This is an optimization exercise on Yosys and OpenROAD, whose aim is small area and a short achievable clock period, not a production implementation.
Where RTL was checked, it was by simulation tests only, not by an equivalence proof against the original.
Power and IR drop assume default switching activity.

## mm2s_dds_modulator
module mm2s_dds_modulator(
    input wire          S_AXI_CLK,
    input wire          S_AXI_ARESETN,
    output wire         S_AXI_AWREADY,
    input wire   [31:0] S_AXI_AWADDR,
    input wire          S_AXI_AWVALID,
    output wire         S_AXI_WREADY,
    input wire   [31:0] S_AXI_WDATA,
    input wire   [3:0]  S_AXI_WSTRB,
    input wire          S_AXI_WVALID,
    input wire          S_AXI_BREADY,
    output wire  [1:0]  S_AXI_BRESP,
    output wire         S_AXI_BVALID,
    output wire         S_AXI_ARREADY,
    input wire   [31:0] S_AXI_ARADDR,
    input wire          S_AXI_ARVALID,
    input wire          S_AXI_RREADY,
    output wire  [31:0] S_AXI_RDATA,
    output wire  [1:0]  S_AXI_RRESP,
    output wire         S_AXI_RVALID,
    output wire dds_en_o,
    output wire [71:0] m_axis_modulation_tdata,
    output wire m_axis_modulation_tvalid,
    output wire m_axis_modulation_tlast,
    input wire m_axis_modulation_tready
);
Size in the first run: roughly 1,400 cells after synthesis, ~300 flip-flops, roughly 220 I/O pins, roughly 14,000 µm² of cells after synthesis.
==> flow/config.mk <==
export PLATFORM = sky130hd
export DESIGN_NAME = mm2s_dds_modulator
export DESIGN_NICKNAME = mm2s_dds_modulator
export VERILOG_FILES = /design/flow/design.v
export SDC_FILE = /design/flow/constraint.sdc
export NUM_CORES = 4
export LEC_CHECK = 0
export CAP_MARGIN = 20
export CORE_MARGIN = 2
export CORE_UTILIZATION = 40
export CTS_CLUSTER_DIAMETER = 120
export CTS_CLUSTER_SIZE = 24
export SETUP_SLACK_MARGIN = 2.5
export SLEW_MARGIN = 20
==> flow/constraint.sdc <==
create_clock -name core_clock -period 5.5 [get_ports {S_AXI_CLK}]
set_input_delay 1.1000 -clock core_clock [delete_from_list [all_inputs] [get_ports {S_AXI_CLK}]]
set_output_delay 1.1000 -clock core_clock [all_outputs]
set_load 0.01 [all_outputs]
standard.sh (not shown) runs the stock make flow with config.mk's settings and CLKGATE_MAP_FILE= SYNTH_SCRIPT=/design/flow/synth_recipe.tcl, a recipe that flattens the netlist after the stock synthesis.
==> flow/flow/run.sh <==
#!/bin/bash
set -e
HERE=$(pwd)
mkdir -p "$HERE/scripts_alt"
for f in "$FLOW_HOME"/scripts/*; do ln -sf "$f" "$HERE/scripts_alt/"; done
rm -f "$HERE/scripts_alt/abc_speed.script"
cp "$HERE/flow/abc_speed.script" "$HERE/scripts_alt/abc_speed.script"
export SCRIPTS_DIR="$HERE/scripts_alt"
export BUFFER_PORTS_ARGS="-buffer_cell sky130_fd_sc_hd__buf_1"
export SKIP_GATE_CLONING=1
cp standard.sh standard_sh.log
bash standard.sh > standard.log 2>&1
==> flow/flow/abc_speed.script <==
&get -n
&st
&dch
&nf
&put
buffer -c
topo
stime -c
upsize -c
dnsize -c
Next try:
--- a/flow/design.v
+++ b/flow/design.v
@@ -152,26 +152,24 @@
     wire        ramp  = sb[2] & sb[1];
     wire        run   = en & sb[1] & pto_n;
     wire        mcmp;
     dds_cmp_ge #(.W(30), .L(5)) u_mcmp (.a(mcnt), .b(phigh), .ge(mcmp));
     wire [29:0] mstart = ramp ? pinc : 30'd0;
     wire [29:0] msum;
     dds_add #(.W(30), .L(5)) u_madd (.a(mcnt), .b(sb[2] ? delta : 30'd1), .s(msum));
     wire [29:0] mcnt_n = (run && !mcmp) ? msum : mstart;
     wire        barker_en = ~sb[2] & sb[1] & pto_n;
-    wire        bwrap     = (bcnt == bnum - 4'd1);
     wire [3:0]  bcnt_inc  = bcnt + 4'd1;
+    wire        bwrap     = (bcnt_inc == bnum);       
     wire        bstep     = run & mcmp;
     wire [3:0]  bcnt_n    = (!barker_en) ? 4'd0 : !bstep ? bcnt : bwrap ? 4'd0 : bcnt_inc;
     wire [15:0] code_n    = {3'b000, cfg5_n[12:0]};
-    wire        code_hold = code_n[bcnt];
-    wire        code_inc  = bwrap ? code_n[0] : code_n[bcnt_inc];
-    wire        code_bit  = (!barker_en) ? code_n[0] : bstep ? code_inc : code_hold;
+    wire        code_bit  = code_n[bcnt_n];
     wire        bmode_n   = ~cfg1_n[2] & cfg1_n[1];
     wire        offset_n  = bmode_n & ~code_bit;
     wire        pon_n  = cfg1_n[0] | ~ge_n;
     wire        ramp_n = cfg1_n[2] & cfg1_n[1];
     wire        cnt_go  = rstn & m_axis_modulation_tready & en & dbg & ~tlast_q;
     wire [16:0] lfsr_n  = cnt_go ? {lfsr[15:0], ~(lfsr[16] ^ lfsr[13])} : 17'd0;
     wire        tlast_n = cnt_go & (lfsr == LFSR_LAST);
     always @(posedge clk) begin
         pcnt     <= pcnt_n;
Result: Die area shrinks by 1.3%. Worst setup slack gets worse by 130 ps. Routed wire length shrinks by 0.77%. Clock skew stays flat. Non-clock buffer count climbs by 20. Cell area goes up by 0.38%. Sequential power stays flat. Synthesized cell count shrinks by 0.36%. Register-to-register slack got worse by 230 ps. Clock power stays flat.
For the second run of this note, only the layout was checked, not whether the RTL still works.

[re-timing with driven ports]
The flow's constraints put no driver on any port. The routed layouts listed below were extracted and timed again, unchanged, in two steps.
Step 1: set_driving_cell puts a clkbuf_16 on S_AXI_CLK and a buf_2 on each other input, an assumption about the parent block.
Step 2 moves the port delays by t, midway between the first and last clock arrival at a register: inputs arrive t later, outputs are due t later. That takes back most of the time a late clock gives input paths.
a / b / c = no drivers / after step 1 / after step 2; a / b = the first two.
run	t (ns)	setup slack, ns	worst hold slack (ns)	cell pins on the clock port's net
the first run	0.557	2.518 / 2.505 / 1.947	0.460 / 0.460 / 0.460	1
the second run	0.556	2.385 / 2.385 / 2.143	0.456 / 0.456 / 0.456	1
After both steps setup and hold are still met in every run listed. The setup slack of the first run, which loses most, moves by -0.013 ns with the drivers and by -0.571 ns with both steps.
